Background: an optimization exercise with open tools, aiming at small area. Do not read the settings as production practice. Function was checked by simulation only, so behaviour that the tests miss may differ from the original. In every run shown here, the design's own scripts or RTL, not TritonCTS, make the clock network. The flow treats the clock pin as an ideal source. Dropping or thinning the clock tree relies on that and would not hold on a real chip. Power is estimated from default activity; no workload was simulated.

===== design/flow/config.mk =====
export PLATFORM = sky130hd
export DESIGN_NAME = sync_fifo
export DESIGN_NICKNAME = sync_fifo
export VERILOG_FILES = /design/flow/design.v
export SDC_FILE = /design/flow/constraint.sdc
export NUM_CORES = 4
export LEC_CHECK = 0
export ABC_AREA = 1
export CAP_MARGIN = 20
export CORE_MARGIN = 2
export CORE_UTILIZATION = 75
export GPL_TIMING_DRIVEN = 0
export SLEW_MARGIN = 20

===== design/flow/constraint.sdc =====
create_clock -name core_clock -period 4.0 [get_ports {clk}]
set_input_delay 0.8000 -clock core_clock [delete_from_list [all_inputs] [get_ports {clk}]]
set_output_delay 0.8000 -clock core_clock [all_outputs]
set_load 0.01 [all_outputs]

===== design/flow/design.v =====
module sync_fifo(input clk,reset,we,re,input [7:0]data_in, output empty,full,output reg [7:0]data_out);
reg [7:0] mem [15:0];
reg [4:0] count;
integer i;
assign full  = count[4];
assign empty = ~|count;
wire wr = we & ~full;
wire rd = re & ~empty;
wire up = wr & ~rd;
wire dn = rd & ~wr;
always @(posedge clk) begin
  if (wr) begin
    mem[0] <= data_in;
    for (i = 1; i < 16; i = i + 1) mem[i] <= mem[i-1];
  end
end
wire [4:0] t;
assign t[0] = up | dn;
assign t[1] = (up &  count[0])             | (dn & ~count[0]);
assign t[2] = (up & &count[1:0])           | (dn & ~|count[1:0]);
assign t[3] = (up & &count[2:0])           | (dn & ~|count[2:0]);
assign t[4] = (up & &count[3:0])           | (dn & ~|count[3:0]);
always @(posedge clk or posedge reset) begin
  if (reset) count <= 5'd0;
  else count <= count ^ t;
end
wire [3:0] lo_n, hi_n;
genvar k;
generate for (k = 0; k < 4; k = k + 1) begin : pd
  assign lo_n[k] = ~(count[1:0] == k);
  assign hi_n[k] = ~(rd & (count[3:2] == k));
end endgenerate
wire [15:0] sel;
generate for (k = 0; k < 16; k = k + 1) begin : g
  assign sel[k] = ~(lo_n[(k + 1) % 4] | hi_n[((k + 1) % 16) / 4]);
end endgenerate
wire hold = ~rd;
reg [7:0] next_out;
always @* begin
  for (i = 0; i < 8; i = i + 1)
    next_out[i] = ~(~((mem[0][i] & sel[0]) | (mem[1][i] & sel[1]) | (mem[2][i] & sel[2])) &
                    ~((mem[3][i] & sel[3]) | (mem[4][i] & sel[4]) | (mem[5][i] & sel[5])) &
                    ~((mem[6][i] & sel[6]) | (mem[7][i] & sel[7]) | (mem[8][i] & sel[8]))) |
                  ~(~((mem[9][i] & sel[9]) | (mem[10][i] & sel[10]) | (mem[11][i] & sel[11])) &
                    ~((mem[12][i] & sel[12]) | (mem[13][i] & sel[13]) | (mem[14][i] & sel[14])) &
                    ~((mem[15][i] & sel[15]) | (data_out[i] & hold)));
end
always @(posedge clk or posedge reset) begin
  if (reset) data_out <= 8'd0;
  else data_out <= next_out;
end
endmodule

===== design/flow/flow/run.sh =====
#!/bin/bash
# Own layout flow: the standard ORFS flow (standard.sh), with
#  - an area-oriented ABC mapping script that keeps the RTL's logic structure
#    (ORFS's abc_area.script maps for delay),
#  - no adder extraction before ABC (ADDER_MAP_FILE empty): it turned the
#    counter's XOR/AND pairs into half-adder cells ABC cannot optimise,
#  - port buffers of the smallest buffer, buf_1,
#  - a two-level inverter clock tree built by flow/manual_cts.tcl in place of
#    TritonCTS: the clock port drives one root inverter, which drives leaf
#    inverters, each at the centre of a cluster of flip-flops. The leaf count
#    and the cell sizes are the smallest that keep the estimated flip-flop
#    clock-pin slew under CTS_SLEW_TARGET (ns).
#  - before repair_design, one buffer of the smallest adequate size on each
#    net with 32 or more loads (flow/hfn.tcl); repair_design's own buffer
#    trees for the shift register's write-enable net were several buf_16s,
#  - after CTS, repair_timing's power recovery (flow/post_cts.tcl), which
#    downsizes cells that have slack to spare.
# Each step's full output goes to a log file in the work folder.
set -euo pipefail
W=$PWD
rm -rf "$W/scripts"
cp -r "$FLOW_HOME/scripts" "$W/scripts"
cp "$W/flow/abc_area.script" "$W/scripts/abc_area.script"
grep -q 'log_cmd clock_tree_synthesis {\*}$cts_args' "$W/scripts/cts.tcl"
sed -i "s#log_cmd clock_tree_synthesis {\*}\$cts_args#source $W/flow/manual_cts.tcl; manual_cts_search \$::env(CTS_NBUFS) \$::env(CTS_SIZES) \$::env(CTS_SLEW_TARGET)#" "$W/scripts/cts.tcl"
export BUFFER_PORTS_ARGS="-buffer_cell sky130_fd_sc_hd__buf_1"
export CTS_NBUFS="4 5 6 7 8 9 10 12"
export CTS_SIZES="sky130_fd_sc_hd__inv_2 sky130_fd_sc_hd__inv_4 sky130_fd_sc_hd__inv_6 sky130_fd_sc_hd__inv_8 sky130_fd_sc_hd__inv_12 sky130_fd_sc_hd__inv_16"
export CTS_SLEW_TARGET=0.116
export POST_CTS_TCL="$W/flow/post_cts.tcl"
export PRE_RESIZE_TCL="$W/flow/pre_resize.tcl"
export FLOW_DIR_OWN="$W/flow"
bash standard.sh SCRIPTS_DIR="$W/scripts" ADDER_MAP_FILE= synth > "$W/synth.log" 2>&1
bash standard.sh SCRIPTS_DIR="$W/scripts" finish > "$W/finish.log" 2>&1

===== design/flow/flow/abc_area.script =====
strash
&get -n
&nf -R 1000
&put

===== design/flow/flow/hfn.tcl =====
# Buffer high-fanout signal nets before repair_design: each net with at least
# min_fanout loads gets one buffer at the centre of its loads, sized to the
# smallest cell of sizes whose load-pin slew estimate stays under slew_target
# (ns). repair_design's own buffering of such nets was far larger.
proc hfn_worst_load_slew {net} {
  set worst 0
  foreach it [$net getITerms] {
    if {[$it isOutputSignal]} continue
    set pin [get_pins "[[$it getInst] getName]/[[$it getMTerm] getName]"]
    set s [get_property $pin slew_max]
    if {$s > $worst} {set worst $s}
  }
  return $worst
}

proc buffer_high_fanout {min_fanout sizes slew_target} {
  set db [ord::get_db]
  set block [ord::get_db_block]
  set targets {}
  foreach net [$block getNets] {
    if {[$net getSigType] ne "SIGNAL"} continue
    if {[$net isSpecial]} continue
    set loads {}
    set has_driver 0
    foreach it [$net getITerms] {
      if {[$it isOutputSignal]} { set has_driver 1 } else { lappend loads $it }
    }
    if {!$has_driver || [llength $loads] < $min_fanout} continue
    # leave clock nets alone
    set is_clock 0
    foreach it $loads { if {[[$it getMTerm] getSigType] eq "CLOCK"} { set is_clock 1; break } }
    if {$is_clock} continue
    lappend targets [list $net $loads]
  }
  set n 0
  foreach t $targets {
    lassign $t net loads
    set sx 0.0; set sy 0.0
    foreach it $loads {
      set bb [[$it getInst] getBBox]
      set sx [expr {$sx + ([$bb xMin] + [$bb xMax]) / 2.0}]
      set sy [expr {$sy + ([$bb yMin] + [$bb yMax]) / 2.0}]
    }
    set cnt [llength $loads]
    set inst [odb::dbInst_create $block [$db findMaster [lindex $sizes 0]] "hfn_buf_$n"]
    set onet [odb::dbNet_create $block "hfn_net_$n"]
    foreach it $loads { $it disconnect; $it connect $onet }
    [$inst findITerm A] connect $net
    [$inst getFirstOutput] connect $onet
    $inst setLocation [expr {int($sx / $cnt)}] [expr {int($sy / $cnt)}]
    $inst setPlacementStatus PLACED
    foreach cell $sizes {
      $inst swapMaster [$db findMaster $cell]
      estimate_parasitics -placement
      set w [hfn_worst_load_slew $onet]
      puts "hfn: [$net getName] ($cnt loads) buffered by $cell, worst load slew $w"
      if {$w <= $slew_target} break
    }
    incr n
  }
}

===== design/flow/flow/manual_cts.tcl =====
# Manual one-level clock tree: the clock port drives NBUF clock buffers, each
# placed at the centre of a k-means cluster of flip-flop clock pins.
proc manual_cts {nbuf bufcell {rootcell ""}} {
  set block [ord::get_db_block]
  set clknet [$block findNet clk]
  set sinks {}
  foreach it [$clknet getITerms] {
    set inst [$it getInst]
    set bb [$inst getBBox]
    lappend sinks [list $it [expr {([$bb xMin]+[$bb xMax])/2.0}] [expr {([$bb yMin]+[$bb yMax])/2.0}] [$inst getName]]
  }
  set sinks [lsort -dictionary -index 3 $sinks]
  set n [llength $sinks]
  # initial centres: sinks spread along a sort by x+y
  set sorted [lsort -real -index 1 [lsort -dictionary -index 3 $sinks]]
  set cx {}; set cy {}
  for {set k 0} {$k < $nbuf} {incr k} {
    set s [lindex $sorted [expr {int(($k + 0.5) * $n / $nbuf)}]]
    lappend cx [lindex $s 1]; lappend cy [lindex $s 2]
  }
  # size-capped k-means
  set cap [expr {int(ceil(double($n) / $nbuf * 1.15))}]
  for {set iter 0} {$iter < 30} {incr iter} {
    # assign sinks to nearest centre with capacity, in order of distance
    set pairs {}
    set i 0
    foreach s $sinks {
      for {set k 0} {$k < $nbuf} {incr k} {
        set d [expr {abs([lindex $s 1]-[lindex $cx $k]) + abs([lindex $s 2]-[lindex $cy $k])}]
        lappend pairs [list $i $k $d]
      }
      incr i
    }
    set pairs [lsort -real -index 2 $pairs]
    array unset asg; array unset cnt
    for {set k 0} {$k < $nbuf} {incr k} {set cnt($k) 0}
    foreach p $pairs {
      lassign $p i k d
      if {[info exists asg($i)]} continue
      if {$cnt($k) >= $cap} continue
      set asg($i) $k; incr cnt($k)
    }
    set ncx {}; set ncy {}
    for {set k 0} {$k < $nbuf} {incr k} {set sx($k) 0.0; set sy($k) 0.0}
    for {set i 0} {$i < $n} {incr i} {
      set k $asg($i); set s [lindex $sinks $i]
      set sx($k) [expr {$sx($k) + [lindex $s 1]}]; set sy($k) [expr {$sy($k) + [lindex $s 2]}]
    }
    for {set k 0} {$k < $nbuf} {incr k} {
      if {$cnt($k) > 0} {
        lappend ncx [expr {$sx($k)/$cnt($k)}]; lappend ncy [expr {$sy($k)/$cnt($k)}]
      } else { lappend ncx [lindex $cx $k]; lappend ncy [lindex $cy $k] }
    }
    set cx $ncx; set cy $ncy
  }
  set master [[ord::get_db] findMaster $bufcell]
  set dbu [$block getDbUnitsPerMicron]
  set srcnet $clknet
  if {$rootcell ne ""} {
    set rmaster [[ord::get_db] findMaster $rootcell]
    set rinst [odb::dbInst_create $block $rmaster "cts_root"]
    set srcnet [odb::dbNet_create $block "cts_clk_root"]
    $srcnet setSigType CLOCK
    [$rinst findITerm A] connect $clknet
    [$rinst getFirstOutput] connect $srcnet
    set mx 0.0; set my 0.0
    for {set k 0} {$k < $nbuf} {incr k} {set mx [expr {$mx + [lindex $cx $k]}]; set my [expr {$my + [lindex $cy $k]}]}
    $rinst setLocation [expr {int($mx/$nbuf)}] [expr {int($my/$nbuf)}]
    $rinst setPlacementStatus PLACED
  }
  for {set k 0} {$k < $nbuf} {incr k} {
    set inst [odb::dbInst_create $block $master "cts_buf_$k"]
    set net [odb::dbNet_create $block "cts_clk_$k"]
    $net setSigType CLOCK
    [$inst findITerm A] connect $srcnet
    [$inst getFirstOutput] connect $net
    $inst setLocation [expr {int([lindex $cx $k])}] [expr {int([lindex $cy $k])}]
    $inst setPlacementStatus PLACED
    set bnet($k) $net
  }
  for {set i 0} {$i < $n} {incr i} {
    set it [lindex [lindex $sinks $i] 0]
    $it disconnect
    $it connect $bnet($asg($i))
  }
  $clknet setSigType CLOCK
  for {set k 0} {$k < $nbuf} {incr k} { puts "cts_buf_$k: $cnt($k) sinks" }
}

# Worst slew over flip-flop clock pins, with placement parasitics.
proc cts_worst_clk_slew {} {
  estimate_parasitics -placement
  set worst 0
  foreach pin [get_pins -hierarchical */CLK] {
    set s [get_property $pin slew_max]
    if {$s > $worst} {set worst $s}
  }
  return $worst
}

# Build the tree, then step the leaf cells up a size list until the clock-pin
# slew estimate is below the target.
proc manual_cts_sized {nbuf sizes rootcell target} {
  manual_cts $nbuf [lindex $sizes 0] $rootcell
  set_propagated_clock [all_clocks]
  set db [ord::get_db]
  set block [ord::get_db_block]
  foreach cell $sizes {
    set master [$db findMaster $cell]
    for {set k 0} {$k < $nbuf} {incr k} { [$block findInst "cts_buf_$k"] swapMaster $master }
    set w [cts_worst_clk_slew]
    puts "manual CTS: $nbuf x $cell, worst clock-pin slew $w"
    if {$w <= $target} break
  }
}

# Undo manual_cts: sinks back on the clock net, tree cells and nets removed.
proc manual_cts_undo {} {
  set block [ord::get_db_block]
  set clknet [$block findNet clk]
  foreach inst [$block getInsts] {
    set name [$inst getName]
    if {![string match cts_buf_* $name]} continue
    set onet [[$inst getFirstOutput] getNet]
    foreach it [$onet getITerms] {
      if {[$it getInst] eq $inst} continue
      $it disconnect
      $it connect $clknet
    }
  }
  foreach inst [$block getInsts] {
    if {[string match cts_* [$inst getName]]} { odb::dbInst_destroy $inst }
  }
  foreach net [$block getNets] {
    if {[string match cts_clk_* [$net getName]]} { odb::dbNet_destroy $net }
  }
}

proc cts_leaf_worst {block k} {
  set inst [$block findInst "cts_buf_$k"]
  set onet [[$inst getFirstOutput] getNet]
  set worst 0
  foreach it [$onet getITerms] {
    if {[$it getInst] eq $inst} continue
    set pin [get_pins "[[$it getInst] getName]/[[$it getMTerm] getName]"]
    set s [get_property $pin slew_max]
    if {$s > $worst} {set worst $s}
  }
  return $worst
}

# Build a tree of nbuf leaves and size each leaf, then the root, to the
# smallest cells from sizes that keep every flip-flop clock-pin slew at or
# below target. Returns the tree's cell area, or -1 if no sizing meets target.
proc cts_build_sized {nbuf sizes target} {
  set db [ord::get_db]
  set block [ord::get_db_block]
  manual_cts $nbuf [lindex $sizes 0] [lindex $sizes end]
  set_propagated_clock [all_clocks]
  for {set k 0} {$k < $nbuf} {incr k} { set lvl($k) 0 }
  set ok 0
  for {set pass 0} {$pass < 20} {incr pass} {
    estimate_parasitics -placement
    set changed 0; set stuck 0
    for {set k 0} {$k < $nbuf} {incr k} {
      if {[cts_leaf_worst $block $k] > $target} {
        if {$lvl($k) < [llength $sizes] - 1} {
          incr lvl($k)
          [$block findInst "cts_buf_$k"] swapMaster [$db findMaster [lindex $sizes $lvl($k)]]
          set changed 1
        } else { set stuck 1 }
      }
    }
    if {!$changed} { set ok [expr {!$stuck}]; break }
  }
  if {!$ok} { return -1 }
  # smallest root that still meets target
  set root [$block findInst cts_root]
  for {set r 0} {$r < [llength $sizes]} {incr r} {
    $root swapMaster [$db findMaster [lindex $sizes $r]]
    if {[cts_worst_clk_slew] <= $target} break
  }
  if {[cts_worst_clk_slew] > $target} {
    $root swapMaster [$db findMaster [lindex $sizes end]]
  }
  set area 0.0
  foreach inst [$block getInsts] {
    if {[string match cts_* [$inst getName]]} {
      set m [$inst getMaster]
      set area [expr {$area + [$m getWidth] * [$m getHeight] / 1e6}]
    }
  }
  return $area
}

# Try each leaf count in nbufs; keep the tree with the least area.
proc manual_cts_search {nbufs sizes target} {
  set best -1; set bestn 0
  foreach n $nbufs {
    set a [cts_build_sized $n $sizes $target]
    puts "manual CTS: $n leaves, tree area $a"
    if {$a > 0 && ($best < 0 || $a < $best)} { set best $a; set bestn $n }
    manual_cts_undo
  }
  if {$bestn == 0} { error "manual CTS: no tree meets the slew target" }
  set a [cts_build_sized $bestn $sizes $target]
  puts "manual CTS: chose $bestn leaves, tree area $a, worst clock-pin slew [cts_worst_clk_slew]"
}

===== design/flow/flow/post_cts.tcl =====
# After CTS: downsize cells on paths with positive slack (repair_timing's
# power recovery, which also gives back area), then legalize again.
log_cmd repair_timing -recover_power 100 -verbose
detailed_placement
check_placement -verbose

===== design/flow/flow/pre_resize.tcl =====
# Before repair_design: one right-sized buffer on each high-fanout net.
source $::env(FLOW_DIR_OWN)/hfn.tcl
buffer_high_fanout 32 {sky130_fd_sc_hd__buf_2 sky130_fd_sc_hd__buf_4 sky130_fd_sc_hd__buf_6 sky130_fd_sc_hd__buf_8 sky130_fd_sc_hd__buf_12 sky130_fd_sc_hd__buf_16} 1.1
detailed_placement

===== design/flow/standard.sh =====
#!/bin/bash
# synth_recipe.tcl (not shown) runs the flow's synth.tcl, then flattens the netlist and writes it again
# the make line also repeats each setting of config.mk as NAME=value (left out here)
make -C /OpenROAD-flow-scripts/flow DESIGN_CONFIG=/design/flow/config.mk WORK_HOME=/design/flow/orfs CLKGATE_MAP_FILE= SYNTH_SCRIPT=/design/flow/synth_recipe.tcl "${@:-finish}"

==> notes.md, run 1 <==
The run finished with no timing, DRC or antenna violations. The net count of the finished layout came out at just under 300. After floorplanning, the core was divided into 29 placement rows. Summed over all nets, the switching power comes to between 1 and 1.5 mW. The repair_antennas step left the layout with diodes totalling 0. The number of global-route vias before repair is ~2400. The part of the power in the clock network is between 10% and 20%. Broken down by cell family, the worst path's largest delay share belongs to simple AND/OR/NAND/NOR gates.

In the post-route analysis, the smallest setup slack over all paths is about 0.82 ns. The count of unique library cells instantiated by Yosys is 19. The cell internal power dissipation is 2.33 mW. The setup slack at placement is around 0.88 ns.

The headroom to the max-slew limit is 29.3%. Setup repair after global routing left no endpoint under its margin. Global routing consumed, over all layers together, around 22% of the routing resources. The non-filler instance count after layout is approximately 350.

The critical path goes through or2_0 -> or3_1 -> o21ai_1 -> or3_1 -> nor2_1 -> a222oi_1 -> nand4_1. The total placed instance area came out at just over 5000 µm². The switching power as a share of total power came out at a little under a third. The floorplan core area came out at 6390 µm².

The total of endpoints with negative setup slack in the final report is 0. Of all nets on the critical path, the largest fanout is 11. The initial standard-cell utilization of the core came out at between 70% and 80%. Dividing the detail-routed wire length by the instance count gives 22.5 µm.

At the pin with the least slew margin, the transition time is ~1.1 ns. Including well taps, the total number of placed cells is approximately 350. The slowest stage of the critical path is the o21ai_1 cell. The area taken by flip-flops and latches came out at approximately 4200 µm². The final layout contains routed wiring with a total length of just under 8000 µm. The worst setup path is of the flop to flop kind. Dividing the synthesized area by the synthesized cell count gives ~20 µm².

The number of ports placed on the die boundary came out at 22. After detailed routing, the wire length on met1 is 3310 µm. The routed length on met3 is roughly 550 µm. The warning count from the yosys run is 2. The residual DRC count came out at 0.

The overall power after layout is around 3.4 mW. The worst setup path is launched from a flop. The area of all placed cells without fillers is between 5000 and 6000 µm². The remaining global-route overflow came out at 0.

The critical path arrival came out at ~3.3 ns. Summing every instance area after synthesis gives ~5000 µm². In the final layout, the share of cells above drive strength 1 is between 2 and 2.5%. The worst path uses about four fifths of the clock period. The area growth from synthesis to layout is 5.41%. The combined area of the multi-input logic cells came out at a little under 800 µm². The flip-flop and latch count after synthesis is between 100 and 150. The reported max-cap violation count is 0. The longest individual stage delay on the worst path came out at 0.66 ns.

The share of total power dissipated in combinational logic is 17.1%. At the end of the flow the core is filled with cells to 81.8%. The initial antenna violation count is 0.

The clock insertion delay at the later pin of the skew report is about 0.23 ns. The register area share after synthesis is 84.2%. The met2 wire length came out at between 3000 and 4000 µm. The clock tree skew after final layout came out at 0.0114 ns. The final critical-path required period came out at around 3.2 ns. The detail-routed via count per cell came out at 7.27. For this design the ratio of total power to cell area is ~640 nW/µm².

The worst hold margin is around 0.46 ns. The global-route wire length before repair is around 12000 µm. The worst-case IR drop observed on VDD is 0.000550 V. The worst setup path is captured at a flop. The count of fill cells added during filler insertion came out at 310. The final RePlAce weighted congestion came out at ~0.79. The top achievable clock speed is between 300 and 400 MHz. The number of vias after detailed routing came out at between 2000 and 3000. The number of failing hold endpoints at the final stage came out at 0. The number of max-slew violations in the final report came out at 0. The synthesized netlist net count is between 200 and 300.

The standby leakage power came out at 1.67 nW. The detailed placement HPWL is 5440 µm. The post-route setup TNS came out at 0 ns.

The floorplan die height came out at approximately 85 µm. The pin count of the biggest net entering global routing came out at around 130. The area of the die is between 7000 and 8000 µm². The clock-pin slew of the registers on the worst-case setup and hold paths came out at ~0.11 ns.

The count of antenna-violating nets left after detailed routing came out at 0. The highest layer touched by signal routing is met4. The quantity of I/O buffers inserted on ports came out at 21. Counting stages on the worst path, the most repeated cell is or3_1.

The fraction of power consumed by sequential logic is ~70%. The required time of the worst setup path came out at slightly above 4 ns. The horizontal die dimension came out at around 85 µm. The first-iteration detailed-routing DRC count came out at around 350. In this run the worst hold path is classified as flop to flop.

The post-synthesis cell count came out at about 250. The count of buffering cells on the critical path with inverters included came out at 0. The length of the first detailed-routing pass in iterations came out at 5.
==> cell usage after synthesis <==
master    count  area, µm²
edfxtp_1    128       3840
a222oi_1     40        400
nor2_1       17       63.8
dfrtp_1      13        325
nand2_1      12       45.0
a221oi_1      8       70.1
nand4_1       8       50.1
xor2_1        5       43.8
nand2b_1      2       12.5
nand3_1       2       10.0
nand3b_1      2       15.0
o32ai_1       2       17.5
or2_0         2       12.5
or3_1         2       12.5
clkinv_1      1       3.75
mux2i_1       1       10.0
nor2b_1       1       6.26
o21ai_0       1       5.00
o22ai_1       1       6.26
==> placed cells by master (no fill, tap or decap), types with 5 or more instances in the layout <==
cell,Yosys,final
a221oi_1,8,8
a222oi_1,40,40
buf_1,0,21
dfrtp_1,13,13
edfxtp_1,128,128
nand2_1,12,12
nand4_1,8,8
nor2_1,17,17
xor2_1,5,5
==> sequential cells by signal, indices dropped and copies added (netlist names) <==
signal	cells
data_out	8
count	5
mem	128
==> cell type report <==
| type | instances | share of cell area (%) |
|---|---|---|
| flip-flops and latches | 141 | 79.8 |
| multi-input cells | 106 | 15.0 |
| well taps | 77 | 1.85 |
| inverters | 6 | 1.63 |
| repair buffers | 21 | 1.51 |
| plain buffers | 1 | 0.216 |
==> metal layers <==
layer,up-vias,track usage (%)
li1,1155,-
met1,1281,32.8
met2,112,36.6
met3,11,2.63
met4,0,3.17
met5,-,0
==> cell families (layout without fill, tap and decap cells) <==
kind of cell	after synthesis	in the layout	share of synthesized area, %
flip-flops	141	141	84.2
AO/OA/AOI/OAI	52	52	10.1
multiplexers	1	1	0.202
XOR/XNOR	5	5	0.884
buffers and inverters	1	28	0.0757
AND/OR/NAND/NOR	48	48	4.60
==> final timing paths <==
path	startpoint	end	slack, ns	depth (start not counted)
min in group asynchronous	reset	data_out[2]$_DFF_PP0_	0.48	2
min	mem[8][7]$_DFFE_PP_	mem[9][7]$_DFFE_PP_	0.46	0
max	count[0]$_DFF_PP0_	data_out[1]$_DFF_PP0_	0.82	7
max reg2reg	count[0]$_DFF_PP0_	data_out[1]$_DFF_PP0_	0.82	7
min reg2reg	mem[8][7]$_DFFE_PP_	mem[9][7]$_DFFE_PP_	0.46	0
max in group asynchronous	reset	count[3]$_DFF_PP0_	3.25	2
==> power groups by stage <==
| stage | sequential [mW] | combinational [mW] | clock, mW |
|---|---|---|---|
| floorplan | 2.28 | 0.387 | 0 |
| global placement | 2.31 | 0.553 | 0 |
| detailed placement | 2.32 | 0.579 | 0 |
| global route | 2.33 | 0.635 | 0.539 |
| finish | 2.29 | 0.576 | 0.494 |
==> run 2: changes to the inputs <==
--- a/design/flow/flow/run.sh
+++ b/design/flow/flow/run.sh
@@ -25,7 +25,7 @@
 sed -i "s#log_cmd clock_tree_synthesis {\*}\$cts_args#source $W/flow/manual_cts.tcl; manual_cts_search \$::env(CTS_NBUFS) \$::env(CTS_SIZES) \$::env(CTS_SLEW_TARGET)#" "$W/scripts/cts.tcl"
 export BUFFER_PORTS_ARGS="-buffer_cell sky130_fd_sc_hd__buf_1"
-export CTS_NBUFS="4 5 6 7 8 9 10 12"
+export CTS_NBUFS="2 3 4 5 6 7 8 9 10 12"
 export CTS_SIZES="sky130_fd_sc_hd__inv_2 sky130_fd_sc_hd__inv_4 sky130_fd_sc_hd__inv_6 sky130_fd_sc_hd__inv_8 sky130_fd_sc_hd__inv_12 sky130_fd_sc_hd__inv_16"
-export CTS_SLEW_TARGET=0.116
+export CTS_SLEW_TARGET=0.120
 export POST_CTS_TCL="$W/flow/post_cts.tcl"
 export PRE_RESIZE_TCL="$W/flow/pre_resize.tcl"
==> run 2 against run 1 <==
Still clean on timing, DRC and antenna. Hold slack unchanged. Sequential share of layout area unchanged. Final area unchanged. Global-route usage unchanged. Critical path depth unchanged. Final cell count unchanged. Fmax unchanged. Critical path type unchanged. Highest routed layer unchanged.
==> notes.md, run 2 <==
On the critical path, the stage with the largest delay is an instance of o21ai_1. The final critical-path required period is 3.18 ns. The number of max-slew violations in the final report came to 0.

The initial standard-cell utilization of the core is between 70 and 80%. The global-route wire length before repair came out at around 12000 µm. STA puts the critical path data required time at slightly above 4 ns. The setup slack at placement came out at roughly 0.88 ns. The synthesized netlist net count is 260. STA classifies the critical path endpoint as a flop.

The number of failing hold endpoints at the final stage is 0. The post-route worst setup slack came out at 0.817 ns. Clock-pin slew was measured on the worst setup and hold paths at around 0.11 ns. Using the TritonRoute via totals, the vias-per-cell ratio works out to 7.27.

The area share of the leading cell type in the synthesized netlist is a little under 80%. The cell area after synthesis is 4950 µm². The switching power as a share of total power is between 30% and 40%.

The clock tree skew after final layout came out at 0.0114 ns. The net count of the finished layout is ~290. The part of the power in the clock network is about 15%. Across the whole layout, storage elements account for 4170 µm². The count of unique library cells instantiated by Yosys came out at 19. Routability-driven placement finished with a final weighted congestion of roughly 0.79. The post-route clock period utilization is about four fifths. The remaining global-route overflow is 0.

In this run the worst hold path is classified as flop to flop. The family of cells with the greatest summed delay on the critical path is simple AND/OR/NAND/NOR gates. The number of flip-flops under the largest register name came out at 128. IR analysis of the VDD net gives a maximum drop of approximately 0.00055 V.

The count of inserted antenna diode cells is 0. Of all flip-flops after synthesis, the portion carrying an async set or reset was slightly above 9%. The total of endpoints with negative setup slack in the final report is 0.

The quantity of I/O buffers inserted on ports came out at 21. The horizontal die dimension is 85.3 µm. The number of global-route vias before repair came out at 2443. The combined area of the multi-input logic cells is just under 800 µm². Synthesis inferred about 140 register bits. Yosys attributes the largest share of cell area to edfxtp_1 78%, a222oi_1 8.1%, dfrtp_1 6.6%, a221oi_1 1.4%, nor2_1 1.3%.

For this block, the via count after detailed routing is approximately 2600. In the final routed layout, each cell accounts on average for about 23 µm. For this run, the detailed router's first-pass iteration total came to 5. The clock insertion delay at the later pin of the skew report came out at between 0.2 and 0.25 ns. The area growth from synthesis to layout is 5.41%. Setup repair after global routing left no endpoint under its margin.

The number of cell rows came out at 29. The residual DRC count came out at 0. The reported max-cap violation count is 0. The critical path arrival came out at between 3 and 4 ns.

The run finished with no timing, DRC or antenna violations. The average cell area after synthesis came out at approximately 20 µm². The most repeated cell in the gate-level netlist after synthesis is edfxtp_1.

The classification of the worst setup path is flop to flop. The cell type contributing the most total cell area after synthesis is edfxtp_1. The leading cell type in the layout, fill and taps excluded is edfxtp_1. The number of enable flip-flop cells after synthesis came out at around 130. The top cell types in the final layout, fill and taps aside, are 128 x edfxtp_1, 40 x a222oi_1, 21 x buf_1, 17 x nor2_1, 13 x dfrtp_1.

The fraction of layout cells with a size suffix above 1 came out at 2.18%. The floorplan core area came out at about 6400 µm². The largest single stage delay on the critical path is 0.66 ns.

The area of the die is 7270 µm². The signal on the critical path passes through or2_0 -> or3_1 -> o21ai_1 -> or3_1 -> nor2_1 -> a222oi_1 -> nand4_1. The fraction of power consumed by sequential logic came out at approximately two thirds. The post-detailed-routing wire length came out at about 7900 µm.

The switching power came out at around 1 mW. The standby leakage power is about 1.7 nW. The internal portion of the total power is 2.33 mW. The largest register by flop count is mem. Final hold analysis gives a worst-case slack of 0.456 ns. Among all flip-flop cells after synthesis, the most frequent one is edfxtp_1. The total power density per cell area came out at 644 nW/µm². Static timing analysis puts the maximum clock frequency at between 300 and 400 MHz. At the pin with the least slew margin, the transition time is 1.06 ns. Ranked by instance count, the synthesized netlist is headed by 128 x edfxtp_1, 40 x a222oi_1, 17 x nor2_1. The detailed placement HPWL came out at roughly 5400 µm. In the final layout, the registers with the most flip-flops are mem x128, data_out x8, count x5. The count of antenna-violating nets left after detailed routing is 0. The Yosys step of the flow raised 2 warnings. Summing the sequential cell areas from Yosys gives a little over four fifths of the chip area. In this run, the number of DRC markers left after iteration 0 of detailed routing was 347. The launching element type of the critical path is a flop. The count of fill cells added during filler insertion came out at 310. The initial antenna violation count came out at 0.

The total global routing track utilization is between 20% and 30%. The headroom to the max-slew limit is 29.3%. The part of the power in combinational logic is roughly 17%. Entering global routing, the biggest net connects around 130 pins. The largest fanout on the critical path came out at 11. The post-synthesis cell count is ~250.

The floorplan step set the die height to about 85 µm. The count of buffering cells on the critical path with inverters included came out at 0. The cell repeated most along the worst path is or3_1.

The number of ports placed on the die boundary is 22.
[run 2: cell counts after synthesis]
No cell type changed its count.
[run 2: layout make-up]
class                      instances  area share [%]
inverter                           6            1.63
buffer                             1           0.216
sequential                       141            79.8
timing repair buffer              21            1.51
tap                               77            1.85
multi-input combinational        106            15.0
[run 2: worst register-to-register path: stages (launching register included)]
cell	delay (ns)
dfrtp_1	0.46
or2_0	0.38
or3_1	0.41
o21ai_1	0.66
or3_1	0.30
nor2_1	0.18
a222oi_1	0.51
nand4_1	0.16
[run 2: path summary, 6_finish.rpt]
path	startpoint	end	slack, ns	cells past startpoint
setup / recovery	count[0]$_DFF_PP0_	data_out[1]$_DFF_PP0_	0.82	7
hold / removal	mem[8][7]$_DFFE_PP_	mem[9][7]$_DFFE_PP_	0.46	0
setup reg to reg	count[0]$_DFF_PP0_	data_out[1]$_DFF_PP0_	0.82	7
hold reg to reg	mem[8][7]$_DFFE_PP_	mem[9][7]$_DFFE_PP_	0.46	0
max in group asynchronous	reset	count[3]$_DFF_PP0_	3.25	2
min in group asynchronous	reset	data_out[2]$_DFF_PP0_	0.48	2
[run 2: metal layers]
layer	track usage (%)	wire, µm
met2	36.6	3940
met3	2.63	552
met4	3.17	131
met1	32.8	3310
met5	0	0
[run 2: cell families (layout without fill, tap and decap cells)]
kind of cell | Yosys count | after routing | share of synthesized area [%]
AOI/OAI and AO/OA | 52 | 52 | 10.1
DFF | 141 | 141 | 84.2
buffers and inverters | 1 | 28 | 0.0757
xor gates and xnor gates | 5 | 5 | 0.884
and+or+nand+nor | 48 | 48 | 4.60
muxes | 1 | 1 | 0.202
[run 2: power by group through the flow]
| stage | Clock [mW] | Sequential [mW] | Combinational (mW) |
|---|---|---|---|
| detailed placement | 0 | 2.32 | 0.579 |
| global route | 0.539 | 2.33 | 0.635 |
| finish | 0.494 | 2.29 | 0.576 |
| floorplan | 0 | 2.28 | 0.387 |
| global placement | 0 | 2.31 | 0.553 |
[run 2: per-stage QoR]
stage                     cells  instance area (µm²)  TNS (ns)  utilization [%]  power [mW]
final                       352                 5220         0             81.8        3.36
after global routing        352                 5220         0             81.8        3.51
after detailed placement    347                 5150         0             80.6        2.90
after global placement      346                 5140     -2.05             80.4        2.86
after floorplan             248                 4960         0                -        2.67
==> run 3: changes to the inputs <==
--- a/design/flow/flow/run.sh
+++ b/design/flow/flow/run.sh
@@ -27,5 +27,5 @@
 export CTS_NBUFS="2 3 4 5 6 7 8 9 10 12"
 export CTS_SIZES="sky130_fd_sc_hd__inv_2 sky130_fd_sc_hd__inv_4 sky130_fd_sc_hd__inv_6 sky130_fd_sc_hd__inv_8 sky130_fd_sc_hd__inv_12 sky130_fd_sc_hd__inv_16"
-export CTS_SLEW_TARGET=0.120
+export CTS_SLEW_TARGET=0.116
 export POST_CTS_TCL="$W/flow/post_cts.tcl"
 export PRE_RESIZE_TCL="$W/flow/pre_resize.tcl"
--- a/design/flow/config.mk
+++ b/design/flow/config.mk
@@ -9,5 +9,5 @@
 export CAP_MARGIN = 20
 export CORE_MARGIN = 2
-export CORE_UTILIZATION = 75
+export CORE_UTILIZATION = 68
 export GPL_TIMING_DRIVEN = 0
 export SLEW_MARGIN = 20
==> run 3 against run 2 <==
Still clean. Sequential share of layout area fell by 0.46 points. Worst setup slack improved by 0.024 ns. Utilization fell by 8.2 points. Critical path type unchanged. Highest routed layer unchanged.
==> notes.md, run 3 <==
The flow ran to the end and the layout has no timing, DRC or antenna violations. The final core utilization is between 70% and 80%. The global-route wire length before repair is ~12000 µm.

Including well taps, the total number of placed cells is 369. The cell type contributing the most total cell area after synthesis is edfxtp_1. The floorplan core area came out at ~7100 µm².

The cell depth of the worst hold path came out at 0. The number of ports placed on the die boundary came out at 22. The launching element type of the critical path is a flop. At the end of the flow, the number of nets in the layout was slightly below 300. The warning count from the yosys run came out at 2. The largest fanout on the critical path is 11.

In this run the critical register-to-register path is captured at data_out[0]$_DFF_PP0_. The longest individual stage delay on the worst path is 0.64 ns. The number of global-route vias before repair was approximately 2300. The horizontal die dimension came out at about 90 µm.

The routed length on met3 came out at ~450 µm. For this run, the total global-route usage over all layers was measured as 19.6%. The floorplan die height is just under 90 µm. The most common cell in the synthesized netlist is edfxtp_1. The area taken by flip-flops and latches came out at about 4200 µm². The remaining global-route overflow is 0.

The initial antenna violation count was 0. The area of the die came out at approximately 8000 µm². Ranked by total cell area, the synthesized netlist is headed by edfxtp_1 78%, a222oi_1 8.1%, dfrtp_1 6.6%, a221oi_1 1.4%, nor2_1 1.3%. The residual DRC count is 0.

The worst-case vdd ir drop is ~0.00037 V. The cell area after synthesis came out at between 4000 and 5000 µm². The highest signal layer in the routed design is met4.

The count of antenna-violating nets left after detailed routing is 0. The combined area of the multi-input logic cells came out at 781 µm². For this run, the leading register cell type out of synthesis is edfxtp_1. The count of inserted antenna diode cells came out at 0. By count the netlist is led by 128 x edfxtp_1, 40 x a222oi_1, 17 x nor2_1. Setup repair after global routing left no endpoint under its margin.

The synthesized design contains 141 register bits. The post-synthesis cell count came out at ~250. The clock-pin slew of the registers on the worst-case setup and hold paths came out at between 0.1 and 0.15 ns.

The wire length per cell after detailed routing came out at about 21 µm. The worst setup path is captured at a flop. Counting I/O delays and the setup requirement, the final critical path takes ~3.2 ns. The endpoint of the worst hold path is mem[8][5]$_DFFE_PP_.

Summed over its instances, the top area cell type makes up between 70% and 80% of the synthesized netlist area. The initial standard-cell utilization of the core is just under 70%. The number of max-slew violations in the final report came to 0. The fraction of layout cells with a size suffix above 1 came out at 2.18%. For this block, wires on met1 add up to ~3500 µm. The number of nets in the synthesized netlist is 260.

The largest register by flop count is mem. The startpoint identified for the worst register-to-register timing path is count[0]$_DFF_PP0_. Entering global routing, the biggest net connects 131 pins. The non-filler instance count after layout came out at about 370. Among the stages of the critical path, the cell type that occurs most often is or3_1.

The measured slew at the worst slew-check pin is between 0.9 and 1 ns. The depth of the worst register-to-register path came out at 7. In the layout the commonest cells are 128 x edfxtp_1, 40 x a222oi_1, 21 x buf_1, 17 x nor2_1, 13 x dfrtp_1. Grouping stages by cell kind, the critical path spends the most delay in simple AND/OR/NAND/NOR gates.

In this run the power density over the cells is roughly 640 nW/µm². The critical path starts at count[0]$_DFF_PP0_. The total of endpoints with negative setup slack in the final report is 0. The clock tree skew after final layout came out at roughly 0.017 ns. Sequential elements use between 80% and 90% of the synthesized area.

The routed layout has 2499 vias. The critical path in this run is classified as flop to flop. The area growth from synthesis to layout came out at 6.01%.

The worst hold margin is around 0.45 ns. The count of unique library cells instantiated by Yosys came out at 19. The headroom to the max-slew limit came out at between 30% and 40%.

The first-iteration detailed-routing DRC count is 360. The critical path arrival came out at 3.25 ns. Across all register-to-register paths, the minimum setup slack is between 0.8 and 0.9 ns. The number of cell rows is 31.

The library cell used most frequently in the layout, excluding fill and tap cells, is edfxtp_1. For the worst setup path, the data required time is 4.10 ns. The slowest stage of the critical path belongs to the cell o21ai_1.

The top achievable clock speed came out at about 320 MHz. Clock latency on the worst-skew pair, taken at its later pin, is between 0.2 and 0.25 ns. The post-route clock period utilization is 79.0%. After detailed routing, the number of vias per cell comes to 6.68. In this run the mean area of a mapped cell was 20.0 µm².

The startpoint identified for the worst hold timing path is mem[7][5]$_DFFE_PP_. The number of enable flip-flop cells after synthesis came out at about 130. The quantity of I/O buffers inserted on ports came out at 21. The number of flip-flops under the largest register name came out at 128. The number of failing hold endpoints at the final stage was 0. Counting both buffers and inverters, the worst setup path holds a total of 0. The count of fill cells added during filler insertion is 439.

The length of the first detailed-routing pass in iterations is 7. The standby leakage power is 1.67 nW. In the detailed route, the total length drawn on met2 is around 3900 µm.

The reported max-cap violation count is 0. The fraction of registers with async set or reset after synthesis came out at a little under a tenth. The min-delay analysis places its worst path in the category flop to flop.

After legalization and detailed placement, the total HPWL measured about 5400 µm. In the final layout, the registers with the most flip-flops are mem x128, data_out x8, count x5. The final RePlAce weighted congestion came out at 0.800. Traced cell by cell, the critical path runs through or2_0 -> or3_1 -> o21ai_1 -> or3_1 -> nor2_1 -> a222oi_1 -> nand4_1. The post-detailed-routing wire length is between 7000 and 8000 µm.
[run 3: worst max path at each step]
stage | end | cells past startpoint
after global placement | count[4]$_DFF_PP0_ | 5
after detailed placement | data_out[0]$_DFF_PP0_ | 7
final | data_out[0]$_DFF_PP0_ | 7
after global routing | data_out[2]$_DFF_PP0_ | 7
after floorplan | count[4]$_DFF_PP0_ | 4
[run 3: stage by stage]
| stage | setup TNS [ns] | setup WS [ns] | power (mW) | cell area, µm² |
|---|---|---|---|---|
| final | 0 | 0.841 | 3.37 | 5250 |
| after global routing | 0 | 0.675 | 3.53 | 5250 |
| after detailed placement | 0 | 0.884 | 2.90 | 5170 |
| after global placement | -2.19 | -0.588 | 2.87 | 5160 |
| after floorplan | 0 | 0.258 | 2.67 | 4960 |
[run 3: metal layers]
metal | track usage, % | vias to the layer above
li1 | - | 1149
met1 | 30.8 | 1262
met2 | 32.3 | 82
met3 | 1.75 | 6
met4 | 1.63 | 0
met5 | 0 | -
[run 3: logic make-up (layout without fill, tap and decap cells)]
family / Yosys count / after routing / synth area share [%]
AND/OR/NAND/NOR: 48 / 48 / 4.60
AO/OA/AOI/OAI: 52 / 52 / 10.1
buffers and inverters: 1 / 28 / 0.0757
flip-flops: 141 / 141 / 84.2
XOR/XNOR: 5 / 5 / 0.884
multiplexers: 1 / 1 / 0.202
[run 3: power by group]
group          switching [mW]  internal (mW)  leakage (nW)  total [mW]
Clock                   0.443         0.0654        0.0387       0.509
Combinational           0.398          0.184         0.274       0.582
Sequential              0.200           2.08          1.36        2.28
Total                    1.04           2.33          1.67        3.37
[run 3: area by class of cell]
cell class              instances  share of cell area (%)
plain buffers                   1                   0.262
inverters                       6                    1.62
multi-input cells             106                    14.9
flip-flops and latches        141                    79.4
well taps                      99                    2.36
repair buffers                 21                    1.50

## static timing again, ports no longer ideal
Ports are ideal in the flow. The routed layouts listed here were re-timed in OpenROAD. Step 1, drivers: a clkbuf_16 drives clk and a buf_2 each remaining input, both assumed. Step 2 also shifts input and output timing later by t, the mid clock arrival at the registers, as if the neighbouring blocks saw the same clock. Three values: ideal, step 1, step 2; two values: the first two.
run | shift t [ns] | setup WS [ns] | hold slack, ns | worst data-port slew with drivers (ns) | cell pins on the clock port's net
run 1 | 0.267 | 0.817 / 0.817 / 0.817 | 0.456 / 0.456 / 0.456 | 0.03 | 1
run 2 | 0.267 | 0.817 / 0.817 / 0.817 | 0.456 / 0.456 / 0.456 | 0.03 | 1
run 3 | 0.271 | 0.841 / 0.841 / 0.841 | 0.446 / 0.446 / 0.446 | 0.03 | 1
After both steps every run listed still meets setup and hold.
